Source: an optimization exercise on an open RTL-to-GDS flow (aim: small area and a short achievable clock period). Production flows keep margins and buffers that such runs may drop. At most, simulation tests tie the RTL to the original design; equivalence was not proved. Power and IR drop assume default switching activity.

==> run E <==
==> flow/design.v <==
module queue(clk,rst,datain,rw,dataout,full,empty);
  input clk,rst,rw;
  input [7:0] datain;
  output reg full, empty;
  output reg [7:0] dataout;
  reg wb;                    
  reg [15:0] nwcol;          
  reg [7:0] nwrow;           
  reg [15:0] nwce, nwco;     
  reg rb;
  reg [15:0] rcol;           
  reg [7:0] rrow;            
  reg [15:0] ecol;           
  reg [7:0] erow;            
  reg nfull, nempty;         
  reg [7:0] ndout;           
  wire push = rw & nfull;
  wire pop  = ~rw & nempty;
  wire [15:0] wcol = ~nwcol;
  wire [7:0] wrow = ~nwrow;
  wire [15:0] wcol_n = {wcol[14:0], wcol[15]};
  wire [7:0] wrow_n = wcol[15] ? {wrow[6:0], wrow[7]} : wrow;
  wire [15:0] rcol_n = {rcol[14:0], rcol[15]};
  wire [7:0] rrow_n = rcol[15] ? {rrow[6:0], rrow[7]} : rrow;
  wire same_cr    = (|(rcol & wcol)) & (|(rrow & wrow));
  wire r_next_cr  = (|(rcol_n & wcol)) & (|(rrow_n & wrow));   
  wire w_next_cr  = (|(wcol_n & rcol)) & (|(wrow_n & rrow));   
  wire last_out = rb ? (~wb & r_next_cr) : (wb & same_cr);
  wire last_in  = wb ? (~rb & w_next_cr) : (rb & same_cr);
  wire wb_nx = push ? ~wb : wb;
  wire [15:0] wcol_nx = (push & wb) ? wcol_n : wcol;
  wire full_nx = push ? last_in : (pop ? 1'b0 : ~nfull);
  wire [15:0] nwcol_e = nwce;
  wire [15:0] nwcol_o = nwco;
  reg [7:0] nmem_e [0:127];
  reg [7:0] nmem_o [0:127];
  genvar i, r;
  generate
    for (i = 0; i < 128; i = i + 1) begin : g_mem
      always @(posedge clk) begin
        if (~(nwrow[i/16] | nwcol_e[i%16]))
          nmem_e[i] <= ~datain;
        if (~(nwrow[i/16] | nwcol_o[i%16]))
          nmem_o[i] <= ~datain;
      end
    end
  endgenerate
  wire [15:0] ecol_n = {ecol[14:0], ecol[15]};
  wire [7:0] erow_n = ecol[15] ? {erow[6:0], erow[7]} : erow;
  wire [7:0] rowdata_e [0:7];
  wire [7:0] rowdata_o [0:7];
  generate
    for (r = 0; r < 8; r = r + 1) begin : g_row
      integer c;
      reg [7:0] acc_e, acc_o;
      always @* begin
        acc_e = 8'd0;
        acc_o = 8'd0;
        for (c = 0; c < 16; c = c + 1) begin
          acc_e = acc_e | (~nmem_e[r*16+c] & {8{ecol[c]}});
          acc_o = acc_o | (~nmem_o[r*16+c] & {8{rcol[c]}});
        end
      end
      assign rowdata_e[r] = acc_e;
      assign rowdata_o[r] = acc_o;
    end
  endgenerate
  reg [7:0] rdata_e, rdata_o;
  integer k;
  always @* begin
    rdata_e = 8'd0;
    rdata_o = 8'd0;
    for (k = 0; k < 8; k = k + 1) begin
      rdata_e = rdata_e | (rowdata_e[k] & {8{erow[k]}});
      rdata_o = rdata_o | (rowdata_o[k] & {8{rrow[k]}});
    end
  end
  reg [7:0] head_e, head_o;   
  reg [7:0] last_in_byte;     
  reg bypass;                 
  always @(posedge clk) begin
    head_e <= rdata_e;
    head_o <= rdata_o;
    last_in_byte <= datain;
  end
  always @(posedge clk) begin
    if (rst) begin
      wb <= 1'b0;
      nwcol <= ~16'd1;
      nwrow <= ~8'd1;
      nwce <= ~16'd1;
      nwco <= ~16'd0;
      rb <= 1'b0;
      rcol <= 16'd1;
      rrow <= 8'd1;
      ecol <= 16'd1;
      erow <= 8'd1;
      full <= 1'b0;
      empty <= 1'b1;
      nfull <= 1'b1;
      nempty <= 1'b0;
      bypass <= 1'b0;
      ndout <= 8'hff;
      dataout <= 8'd0;
    end else begin
      bypass <= push & ~nempty;
      nwce <= ~(wcol_nx & {16{~wb_nx & ~full_nx}});
      nwco <= ~(wcol_nx & {16{wb_nx & ~full_nx}});
      full <= ~nfull;
      empty <= ~nempty;
      dataout <= ~ndout;
      if (push) begin
        wb <= ~wb;
        if (wb) begin
          nwcol <= ~wcol_n;
          nwrow <= ~wrow_n;
        end
        empty <= 1'b0;
        full <= last_in;
        nempty <= 1'b1;
        nfull <= ~last_in;
      end
      if (pop) begin
        rb <= ~rb;
        if (rb) begin
          rcol <= rcol_n;
          rrow <= rrow_n;
        end else begin
          ecol <= ecol_n;
          erow <= erow_n;
        end
        full <= 1'b0;
        empty <= last_out;
        nfull <= 1'b1;
        nempty <= ~last_out;
        ndout <= ~(bypass ? last_in_byte : (rb ? head_o : head_e));
        dataout <= bypass ? last_in_byte : (rb ? head_o : head_e);
      end
    end
  end
endmodule
==> flow/run.sh <==
#!/bin/bash
# synth_recipe.tcl (not shown) runs the flow's synth.tcl, then flattens the netlist and writes it again
# the make line also repeats each setting of config.mk as NAME=value (left out here)
make -C /OpenROAD-flow-scripts/flow DESIGN_CONFIG=/design/flow/config.mk WORK_HOME=/design/flow/orfs CLKGATE_MAP_FILE= SYNTH_SCRIPT=/design/flow/synth_recipe.tcl finish
==> flow/config.mk <==
export PLATFORM = sky130hd
export DESIGN_NAME = queue
export DESIGN_NICKNAME = queue
export VERILOG_FILES = /design/flow/design.v
export SDC_FILE = /design/flow/constraint.sdc
export NUM_CORES = 4
export LEC_CHECK = 0
export CAP_MARGIN = 20
export CORE_MARGIN = 2
export CORE_UTILIZATION = 55
export CTS_CLUSTER_DIAMETER = 100
export CTS_CLUSTER_SIZE = 24
export SETUP_SLACK_MARGIN = 3.6
export SLEW_MARGIN = 20
==> flow/constraint.sdc <==
create_clock -name core_clock -period 6.0 [get_ports {clk}]
set_input_delay 1.2000 -clock core_clock [delete_from_list [all_inputs] [get_ports {clk}]]
set_output_delay 1.2000 -clock core_clock [all_outputs]
set_load 0.01 [all_outputs]
==> inputs of run X, as changes to run E <==
--- a/flow/design.v
+++ b/flow/design.v
@@ -33,6 +33,6 @@
   wire [15:0] nwcol_e = nwce;
   wire [15:0] nwcol_o = nwco;
-  reg [7:0] nmem_e [0:127];
-  reg [7:0] nmem_o [0:127];
+  reg [7:0] mem_e [0:127];
+  reg [7:0] mem_o [0:127];
   genvar i, r;
   generate
@@ -40,7 +40,7 @@
       always @(posedge clk) begin
         if (~(nwrow[i/16] | nwcol_e[i%16]))
-          nmem_e[i] <= ~datain;
+          mem_e[i] <= datain;
         if (~(nwrow[i/16] | nwcol_o[i%16]))
-          nmem_o[i] <= ~datain;
+          mem_o[i] <= datain;
       end
     end
@@ -58,6 +58,6 @@
         acc_o = 8'd0;
         for (c = 0; c < 16; c = c + 1) begin
-          acc_e = acc_e | (~nmem_e[r*16+c] & {8{ecol[c]}});
-          acc_o = acc_o | (~nmem_o[r*16+c] & {8{rcol[c]}});
+          acc_e = acc_e | (mem_e[r*16+c] & {8{ecol[c]}});
+          acc_o = acc_o | (mem_o[r*16+c] & {8{rcol[c]}});
         end
       end
- CORE_UTILIZATION: 55 -> 60
- SETUP_SLACK_MARGIN: 3.6 -> 3.85
==> inputs of run D, as changes to run E <==
==> flow/design.v (replaced) <==
module queue(clk,rst,datain,rw,dataout,full,empty);
  input clk,rst,rw;
  input [7:0] datain;
  output reg full, empty;
  output reg [7:0] dataout;
  reg [7:0] wp;              
  reg [15:0] rcol, rrow;     
  wire push = rw & ~full;
  wire pop  = ~rw & ~empty;
  wire [7:0] wp_n = wp + 8'd1;
  wire [15:0] wcol = 16'd1 << wp[3:0];
  wire [15:0] wrow = 16'd1 << wp[7:4];
  wire [15:0] wcol_n = 16'd1 << wp_n[3:0];
  wire [15:0] wrow_n = 16'd1 << wp_n[7:4];
  wire [15:0] rcol_n = {rcol[14:0], rcol[15]};
  wire [15:0] rrow_n = rcol[15] ? {rrow[14:0], rrow[15]} : rrow;
  wire last_out = (|(rcol_n & wcol)) & (|(rrow_n & wrow));
  wire last_in  = (|(wcol_n & rcol)) & (|(wrow_n & rrow));
  reg [7:0] mem [0:255];
  genvar i, r;
  generate
    for (i = 0; i < 256; i = i + 1) begin : g_mem
      always @(posedge clk)
        if (~full & wcol[i%16] & wrow[i/16])
          mem[i] <= datain;
    end
  endgenerate
  wire [7:0] rowdata [0:15];
  generate
    for (r = 0; r < 16; r = r + 1) begin : g_row
      integer c;
      reg [7:0] acc;
      always @* begin
        acc = 8'd0;
        for (c = 0; c < 16; c = c + 1)
          acc = acc | (mem[r*16+c] & {8{rcol[c]}});
      end
      assign rowdata[r] = acc;
    end
  endgenerate
  reg [7:0] rdata;
  integer k;
  always @* begin
    rdata = 8'd0;
    for (k = 0; k < 16; k = k + 1)
      rdata = rdata | (rowdata[k] & {8{rrow[k]}});
  end
  always @(posedge clk) begin
    if (rst) begin
      wp <= 8'd0;
      rcol <= 16'd1;
      rrow <= 16'd1;
      full <= 1'b0;
      empty <= 1'b1;
      dataout <= 8'd0;
    end else begin
      if (push) begin
        wp <= wp_n;
        empty <= 1'b0;
        full <= last_in;
      end
      if (pop) begin
        rcol <= rcol_n;
        rrow <= rrow_n;
        full <= 1'b0;
        empty <= last_out;
        dataout <= rdata;
      end
    end
  end
endmodule
- CORE_UTILIZATION: 55 -> 40
- SETUP_SLACK_MARGIN: 3.6 -> 3.0
==> comparison table <==
Share of the synthesized area in compound gates (AO/OA/AOI/OAI): run X 12.8%; run D 13.2%; run E 9.71%
Internal power component: run X 20.4 mW; run D 19.4 mW; run E 20.2 mW
Delay of the slowest cell on the worst path: run X 0.44 ns; run D 0.51 ns; run E 0.69 ns
Hold Crit Depth: run X 1; run D 2; run E 2
Sequential cell area: run X 64700 um^2; run D 62600 um^2; run E 64600 um^2
Total number of clock tree sinks: run X 2199; run D 2098; run E 2199
Total die area: run X 136000 um^2; run D 198000 um^2; run E 146000 um^2
Share of final layout cell area taken by non-clock buffers: run X 4.85%; run D 1.61%; run E 2.70%
Maximum number of pins on one net before global-route repair: run X 148; run D 151; run E 195
Peak supply drop: run X 0.293 mV; run D 0.221 mV; run E 0.276 mV
Run status: run X complete, no violations; run D complete, no violations; run E complete, no violations
Total CTS buffers: run X 101; run D 99; run E 101
Hold path startpoint: run X nempty; run D dataout[1]; run E ecol[9]
Final hold slack: run X 0.466 ns; run D 0.561 ns; run E 0.483 ns
Element type at the critical path end: run X output pin; run D flip-flop; run E flip-flop
Fraction of met3 tracks used by global routing: run X 10.1%; run D 4.06%; run E 4.25%
Switching portion of total power: run X 21.3%; run D 21.2%; run E 20.9%
Mean area per synthesized cell: run X 17.9 um^2; run D 18.2 um^2; run E 15.9 um^2
Sequential cell count: run X 2199; run D 2098; run E 2199
Power density over the cells: run X 289 nW/um^2; run D 293 nW/um^2; run E 298 nW/um^2
Synth Instances: run X 4453; run D 4259; run E 4960
Top Layer Used: run X met5; run D met4; run E met4
Non-clock inverters: run X 37; run D 15; run E 78
Count of non-CTS buffers in the layout: run X 294; run D 107; run E 150
Total via count after detailed routing: run X 47211; run D 44007; run E 46254
For run E and run D, only the layout was checked, not whether the RTL still works.

==> separate check: timing with driven ports <==
In the flow no input, the clock included, has a driving cell. The finished layouts below were timed again as built, in two steps. Step 1 (the two cells are an assumption about what drives the block):
set clk [get_ports {clk}]
set_driving_cell -lib_cell sky130_fd_sc_hd__clkbuf_16 $clk
set_driving_cell -lib_cell sky130_fd_sc_hd__buf_2 [delete_from_list [all_inputs] $clk]
Step 2 times the ports against the registers' clock, not the clock port: input delays grow and output delays shrink by t, the midpoint of the rising clock arrivals with the driver on. a / b / c = no drivers / after step 1 / after step 2; a / b = the first two.
run | t, ns | setup slack, ns | worst setup path after step 2 | clock arrival spread, ns | slew at the worst register clock pin (ns)
run E | 0.827 | 3.395 / 3.449 / 2.622 | input to register | 0.042 / 0.042 | 0.10 / 0.10
run X | 0.832 | 3.474 / 3.391 / 3.089 | input to register | 0.025 / 0.026 | 0.11 / 0.11
run D | 0.847 | 2.901 / 2.901 / 2.761 | input to register | 0.058 / 0.057 | 0.11 / 0.11
After both steps every run listed still meets setup and hold. For run E, which loses most, drivers alone change the setup slack by +0.054 ns; drivers and shift together by -0.773 ns.
